Context: an optimization exercise on an open-source flow, tuned for small area, a short achievable clock period and few clock cycles per item. The choices shown serve that exercise and are no tape-out recipe. The RTL was checked by simulation tests, not by an equivalence proof against the original design. The clock port is modelled as an ideal driver, which makes a skipped or thinned clock tree look cheaper than it is; a real chip needs a root buffer or a tree.

== v15 ==
==> flow/design.v <==
`timescale 1ns / 1ps
module automaton_rule(
    input  [31:0] rule,
    input  [15:0] sel,          
    output        ch0,
    output        ch1);
    wire [15:0] x0, x1;
    genvar i;
    generate
        for (i = 0; i < 16; i = i + 1) begin : g
            assign x0[i] = rule[{i[3:1], 1'b0, i[0]}] ^ i[1];
            assign x1[i] = rule[{i[3:1], 1'b1, i[0]}] ^ i[1];
        end
    endgenerate
    assign ch0 = |(sel & x0);
    assign ch1 = |(sel & x1);
endmodule
module automaton_pick(
    input         world_in,
    input         ch0,
    input         ch1,
    input         go,           
    input  [12:0] wr,           
    input  [12:0] rd,           
    output        do_wr,
    output [12:0] nxt);
    assign do_wr = go & (world_in ? ch1 : ch0);
    assign nxt   = do_wr ? wr : rd;
endmodule
module automaton(
    input               clk,
    input               rst,
    input      [31:0]   rule,
    output reg [5:0]    row,
    output reg [5:0]    col,
    output reg          world_we,
    input               world_in,
    output reg          world_out,
    output reg          update_done);
    reg [17:0] sr;          
    reg [63:0] st;          
    reg        c0, c1;      
    reg        em;          
    reg        halo;        
    reg        first;       
    reg        is_read;     
    reg  [5:0] nr_row, nr_col;
    reg        nr_halo;
    always @* begin
        if (is_read & halo) begin
            nr_row  = (col == 6'd63) ? row : row - 6'd8;
            nr_col  = col + 6'd1;
            nr_halo = 1'b0;
        end else begin
            nr_row  = row + ((~is_read & (col == 6'd63)) ? 6'd9 : 6'd1);
            nr_col  = is_read ? col : col + 6'd1;
            nr_halo = (row[2:0] == 3'd7);
        end
    end
    wire       rh = is_read & halo;             
    wire       rd = is_read & ~halo;            
    wire       ncol0 = rd ? (col == 6'd0) : (col == 6'd63);    
    wire       mW    = rd ? (col == 6'd1) : (col == 6'd0);     
    wire       j0    = rh | (row[2:0] == 3'd7);                
    wire       mN    = rh ? (row == 6'd8) :                    
                       rd ? ((col == 6'd0) ? (row == 6'd7) : (row == 6'd63)) :
                            (row == 6'd63);
    wire       mS    = rh ? 1'b0 :                             
                       rd ? ((col == 6'd0) ? (row == 6'd6) : (row == 6'd62)) :
                            (row == 6'd62);
    wire       tS = is_read ? sr[6]  : sr[7];
    wire       tC = is_read ? sr[7]  : sr[8];
    wire       tN = is_read ? sr[8]  : sr[9];
    wire       tW = is_read ? sr[16] : sr[17];
    wire       bN = (j0 ? st[63] : tN) & ~mN;
    wire       bW = tW & ~mW;
    wire       bS = tS & ~mS;
    wire       valid = ~nr_halo & ~(first & ncol0);
    wire       ch0, ch1;
    automaton_rule lut(.rule(rule),
                       .sel(valid ? 16'd1 << {bN, bW, tC, bS} : 16'd0),
                       .ch0(ch0), .ch1(ch1));
    wire [5:0] wr_row = (col == 6'd0) ? row - 6'd8 : row;
    wire       do_wr;
    wire [5:0] n_row, n_col;
    wire       n_halo;
    automaton_pick pick(.world_in(world_in), .ch0(c0), .ch1(em ? c0 : c1),
                        .go(is_read & ~rst),
                        .wr({wr_row, col - 6'd1, 1'b0}),
                        .rd(rst ? 13'd0 : {nr_row, nr_col, nr_halo}),
                        .do_wr(do_wr), .nxt({n_row, n_col, n_halo}));
    always @(posedge clk) begin
        if (is_read)
            sr <= {sr[16:0], world_in};
        if (is_read & ~halo & (row[2:0] == 3'd0))
            st <= {st[62:0], sr[1]};
        world_out <= ~sr[8];
        row <= n_row;
        col <= n_col;
        halo <= n_halo;
        world_we <= do_wr;
        is_read <= ~do_wr;
        em <= ncol0;
        if (rst) begin
            c0 <= 1'b0;
            c1 <= 1'b0;
            first <= 1'b1;
            update_done <= 1'b0;
        end else begin
            c0 <= ch0;
            c1 <= ch1;
            first <= first & (col == 6'd0);
            update_done <= is_read & halo & ~first & (row == 6'd8) & (col == 6'd0);
        end
    end
endmodule
Settings: LEC_CHECK=0, ABC_AREA=1, CAP_MARGIN=20, CORE_MARGIN=2, CORE_UTILIZATION=50, GPL_ROUTABILITY_DRIVEN=1, GPL_TIMING_DRIVEN=1, PLACE_DENSITY=0.6, SLEW_MARGIN=20, SYNTH_HIERARCHICAL=1; clock period 10.0 ns.
standard.sh (not shown) runs the stock make flow with config.mk's settings and CLKGATE_MAP_FILE= SYNTH_SCRIPT=/design/flow/synth_recipe.tcl, a recipe that flattens the netlist after the stock synthesis.
==> flow/flow/run.sh <==
#!/bin/bash
set -euo pipefail
bash standard.sh SYNTH_SCRIPT=$(pwd)/flow/synth_own.tcl SETUP_SLACK_MARGIN=7.2 BUFFER_PORTS_ARGS="-buffer_cell sky130_fd_sc_hd__buf_1" PRE_CTS_TCL=$(pwd)/flow/own_cts.tcl  finish > standard.log 2>&1
Other scripts of this flow, unchanged in this note and not shown: flow/flow/abc_own.script, flow/flow/own_cts.tcl, flow/flow/synth_own.tcl
Testbench counts of v15, summed over its fixed seeds: cycles 2,499,633, generations 384.
The following lists how v11 was set up differently from v15:
diff --git a/flow/design.v b/flow/design.v
--- a/flow/design.v
+++ b/flow/design.v
@@ -1,33 +1,33 @@
 `timescale 1ns / 1ps
 module automaton_rule(
     input  [31:0] rule,
     input  [15:0] sel,          
-    output        ch0,
-    output        ch1);
-    wire [15:0] x0, x1;
+    output        n0,
+    output        n1);
+    wire [15:0] e0, e1;
     genvar i;
     generate
         for (i = 0; i < 16; i = i + 1) begin : g
-            assign x0[i] = rule[{i[3:1], 1'b0, i[0]}] ^ i[1];
-            assign x1[i] = rule[{i[3:1], 1'b1, i[0]}] ^ i[1];
+            assign e0[i] = rule[{i[3:1], 1'b0, i[0]}];
+            assign e1[i] = rule[{i[3:1], 1'b1, i[0]}];
         end
     endgenerate
-    assign ch0 = |(sel & x0);
-    assign ch1 = |(sel & x1);
+    assign n0 = |(sel & e0);
+    assign n1 = |(sel & e1);
 endmodule
 module automaton_pick(
     input         world_in,
     input         ch0,
     input         ch1,
-    input         go,           
+    input         is_read,
     input  [12:0] wr,           
     input  [12:0] rd,           
     output        do_wr,
     output [12:0] nxt);
-    assign do_wr = go & (world_in ? ch1 : ch0);
+    assign do_wr = is_read & (world_in ? ch1 : ch0);
     assign nxt   = do_wr ? wr : rd;
 endmodule
 module automaton(
     input               clk,
     input               rst,
     input      [31:0]   rule,
@@ -38,12 +38,13 @@
     output reg          world_out,
     output reg          update_done);
     reg [17:0] sr;          
     reg [63:0] st;          
     reg        c0, c1;      
     reg        em;          
+    reg        vq;          
     reg        halo;        
     reg        first;       
     reg        is_read;     
     reg  [5:0] nr_row, nr_col;
     reg        nr_halo;
     always @* begin
@@ -73,44 +74,45 @@
     wire       tN = is_read ? sr[8]  : sr[9];
     wire       tW = is_read ? sr[16] : sr[17];
     wire       bN = (j0 ? st[63] : tN) & ~mN;
     wire       bW = tW & ~mW;
     wire       bS = tS & ~mS;
     wire       valid = ~nr_halo & ~(first & ncol0);
-    wire       ch0, ch1;
-    automaton_rule lut(.rule(rule),
-                       .sel(valid ? 16'd1 << {bN, bW, tC, bS} : 16'd0),
-                       .ch0(ch0), .ch1(ch1));
+    wire       n0, n1;
+    automaton_rule lut(.rule(rule), .sel(16'd1 << {bN, bW, tC, bS}),
+                       .n0(n0), .n1(n1));
+    wire       ch0 = vq & (c0 ^ sr[8]);
+    wire       ch1 = vq & ((em ? c0 : c1) ^ sr[8]);
     wire [5:0] wr_row = (col == 6'd0) ? row - 6'd8 : row;
     wire       do_wr;
     wire [5:0] n_row, n_col;
     wire       n_halo;
-    automaton_pick pick(.world_in(world_in), .ch0(c0), .ch1(em ? c0 : c1),
-                        .go(is_read & ~rst),
-                        .wr({wr_row, col - 6'd1, 1'b0}),
+    automaton_pick pick(.world_in(world_in), .ch0(ch0), .ch1(ch1),
+                        .is_read(is_read),
+                        .wr(rst ? 13'd0 : {wr_row, col - 6'd1, 1'b0}),
                         .rd(rst ? 13'd0 : {nr_row, nr_col, nr_halo}),
                         .do_wr(do_wr), .nxt({n_row, n_col, n_halo}));
     always @(posedge clk) begin
         if (is_read)
             sr <= {sr[16:0], world_in};
         if (is_read & ~halo & (row[2:0] == 3'd0))
             st <= {st[62:0], sr[1]};
         world_out <= ~sr[8];
         row <= n_row;
         col <= n_col;
         halo <= n_halo;
-        world_we <= do_wr;
-        is_read <= ~do_wr;
+        world_we <= do_wr & ~rst;
+        is_read <= ~(do_wr & ~rst);
+        c0 <= n0;
+        c1 <= n1;
         em <= ncol0;
         if (rst) begin
-            c0 <= 1'b0;
-            c1 <= 1'b0;
+            vq <= 1'b0;
             first <= 1'b1;
             update_done <= 1'b0;
         end else begin
-            c0 <= ch0;
-            c1 <= ch1;
+            vq <= valid;
             first <= first & (col == 6'd0);
             update_done <= is_read & halo & ~first & (row == 6'd8) & (col == 6'd0);
         end
     end
 endmodule
Results
- Lower post-layout worst setup margin goes to v11 over v15.
- From v15 to v11 the numbers moved as follows: area growth from synthesis to layout dropped 0.59 points, portion of the post-synthesis area used by sequential elements +0.45 points, highest clock frequency the design can meet now sits at about the same level, number of vias per cell after detailed routing moved down.
- The sequential cell count of the final layout in v11 was higher than what v15 gave.
- Reported for v15 and v11, wire length turned out identical to the last digit.
- Going from v15 to v11, cell area after layout saw a decrease, synthesized area per cell saw a decrease.
Testbench counts of v11, summed over its fixed seeds: cycles 2,499,633, generations 384.
In every run of this note, the design's own scripts or RTL, not TritonCTS, make the clock network.

========
Starts from the design.v that is shown in full above.
==> flow/config.mk <==
export PLATFORM = sky130hd
export DESIGN_NAME = automaton
export DESIGN_NICKNAME = automaton
export VERILOG_FILES = /design/flow/design.v
export SDC_FILE = /design/flow/constraint.sdc
export NUM_CORES = 8
export LEC_CHECK = 0
export ABC_AREA = 1
export CAP_MARGIN = 20
export CORE_MARGIN = 2
export CORE_UTILIZATION = 50
export GPL_ROUTABILITY_DRIVEN = 1
export GPL_TIMING_DRIVEN = 1
export PLACE_DENSITY = 0.6
export SLEW_MARGIN = 20
export SYNTH_HIERARCHICAL = 1
==> flow/constraint.sdc <==
create_clock -name core_clock -period 10.0 [get_ports {clk}]
set_input_delay 2.0000 -clock core_clock [delete_from_list [all_inputs] [get_ports {clk}]]
set_output_delay 2.0000 -clock core_clock [all_outputs]
set_load 0.01 [all_outputs]
==> flow/flow/run.sh <==
#!/bin/bash
set -euo pipefail
bash standard.sh SETUP_SLACK_MARGIN=7.1 BUFFER_PORTS_ARGS="-buffer_cell sky130_fd_sc_hd__buf_1" PRE_CTS_TCL=$(pwd)/flow/own_cts.tcl  finish > standard.log 2>&1
Other scripts of this flow, unchanged in this note and not shown: flow/flow/own_cts.tcl
Testbench counts at the start, summed over its fixed seeds: cycles 2,499,633, generations 384.
Then changed:
--- a/flow/design.v
+++ b/flow/design.v
@@ -1,32 +1,32 @@
 `timescale 1ns / 1ps
 module automaton_rule(
     input  [31:0] rule,
     input  [15:0] sel,          
-    output        ch0,
-    output        ch1);
-    wire [15:0] x0, x1;
+    output        n0,
+    output        n1);
+    wire [15:0] e0, e1;
     genvar i;
     generate
         for (i = 0; i < 16; i = i + 1) begin : g
-            assign x0[i] = rule[{i[3:1], 1'b0, i[0]}] ^ i[1];
-            assign x1[i] = rule[{i[3:1], 1'b1, i[0]}] ^ i[1];
+            assign e0[i] = rule[{i[3:1], 1'b0, i[0]}];
+            assign e1[i] = rule[{i[3:1], 1'b1, i[0]}];
         end
     endgenerate
-    assign ch0 = |(sel & x0);
-    assign ch1 = |(sel & x1);
+    assign n0 = |(sel & e0);
+    assign n1 = |(sel & e1);
 endmodule
 module automaton_pick(
     input         world_in,
     input         ch0,
     input         ch1,
-    input         go,           
+    input         is_read,
     input  [12:0] wr,           
     input  [12:0] rd,           
     output        do_wr,
     output [12:0] nxt);
-    assign do_wr = go & (world_in ? ch1 : ch0);
+    assign do_wr = is_read & (world_in ? ch1 : ch0);
     assign nxt   = do_wr ? wr : rd;
 endmodule
 module automaton(
     input               clk,
     input               rst,
@@ -39,10 +39,11 @@
     output reg          update_done);
     reg [17:0] sr;          
     reg [63:0] st;          
     reg        c0, c1;      
     reg        em;          
+    reg        vq;          
     reg        halo;        
     reg        first;       
     reg        is_read;     
     reg  [5:0] nr_row, nr_col;
     reg        nr_halo;
@@ -74,21 +75,22 @@
     wire       tW = is_read ? sr[16] : sr[17];
     wire       bN = (j0 ? st[63] : tN) & ~mN;
     wire       bW = tW & ~mW;
     wire       bS = tS & ~mS;
     wire       valid = ~nr_halo & ~(first & ncol0);
-    wire       ch0, ch1;
-    automaton_rule lut(.rule(rule),
-                       .sel(valid ? 16'd1 << {bN, bW, tC, bS} : 16'd0),
-                       .ch0(ch0), .ch1(ch1));
+    wire       n0, n1;
+    automaton_rule lut(.rule(rule), .sel(16'd1 << {bN, bW, tC, bS}),
+                       .n0(n0), .n1(n1));
+    wire       ch0 = vq & (c0 ^ sr[8]);
+    wire       ch1 = vq & ((em ? c0 : c1) ^ sr[8]);
     wire [5:0] wr_row = (col == 6'd0) ? row - 6'd8 : row;
     wire       do_wr;
     wire [5:0] n_row, n_col;
     wire       n_halo;
-    automaton_pick pick(.world_in(world_in), .ch0(c0), .ch1(em ? c0 : c1),
-                        .go(is_read & ~rst),
-                        .wr({wr_row, col - 6'd1, 1'b0}),
+    automaton_pick pick(.world_in(world_in), .ch0(ch0), .ch1(ch1),
+                        .is_read(is_read),
+                        .wr(rst ? 13'd0 : {wr_row, col - 6'd1, 1'b0}),
                         .rd(rst ? 13'd0 : {nr_row, nr_col, nr_halo}),
                         .do_wr(do_wr), .nxt({n_row, n_col, n_halo}));
     always @(posedge clk) begin
         if (is_read)
             sr <= {sr[16:0], world_in};
@@ -96,21 +98,21 @@
             st <= {st[62:0], sr[1]};
         world_out <= ~sr[8];
         row <= n_row;
         col <= n_col;
         halo <= n_halo;
-        world_we <= do_wr;
-        is_read <= ~do_wr;
+        world_we <= do_wr & ~rst;
+        is_read <= ~(do_wr & ~rst);
+        c0 <= n0;
+        c1 <= n1;
         em <= ncol0;
         if (rst) begin
-            c0 <= 1'b0;
-            c1 <= 1'b0;
+            vq <= 1'b0;
             first <= 1'b1;
             update_done <= 1'b0;
         end else begin
-            c0 <= ch0;
-            c1 <= ch1;
+            vq <= valid;
             first <= first & (col == 6'd0);
             update_done <= is_read & halo & ~first & (row == 6'd8) & (col == 6'd0);
         end
     end
 endmodule
=>
- sequential share of layout area barely changes
- final area increases by 0.61%
- synthesized cell count grows by 1.4%
- cell count climbs by 1.0%
- critical path depth does not change
- setup slack gets better by 0.013 ns
Testbench counts after the change, summed over its fixed seeds: cycles 2,499,633, generations 384.
No run of this note takes its clock network from TritonCTS; it comes from the design's own scripts or RTL.

## what the ideal ports hide
Ports are ideal in the flow. The routed layouts listed here were re-timed in OpenROAD.
Step 1: set_driving_cell puts a clkbuf_16 on clk and a buf_2 on each other input, an assumption about the parent block.
Step 2, shift: input delay + t, output delay - t, t = (earliest + latest rising clock arrival at the registers) / 2. This alone moves slack from input paths to output paths.
Three values: ideal ports, drivers, drivers and shift; two values: the first two.
run | shift t [ns] | setup WS [ns] | worst setup path at the end | pins driven straight from the clock port
v15 | 0.233 | 7.253 / 7.174 / 7.129 | input to register | 4
v11 | 0.231 | 7.245 / 7.170 / 7.136 | input to register | 4
the first run of note 2 | 0.228 | 7.169 / 7.093 / 7.066 | input to register | 4
the second run of note 2 | 0.227 | 7.182 / 7.109 / 7.042 | input to register | 4
After both steps setup and hold are still met in every run listed. The setup slack of the second run of note 2, which loses most, moves by -0.073 ns with the drivers and by -0.140 ns with both steps.
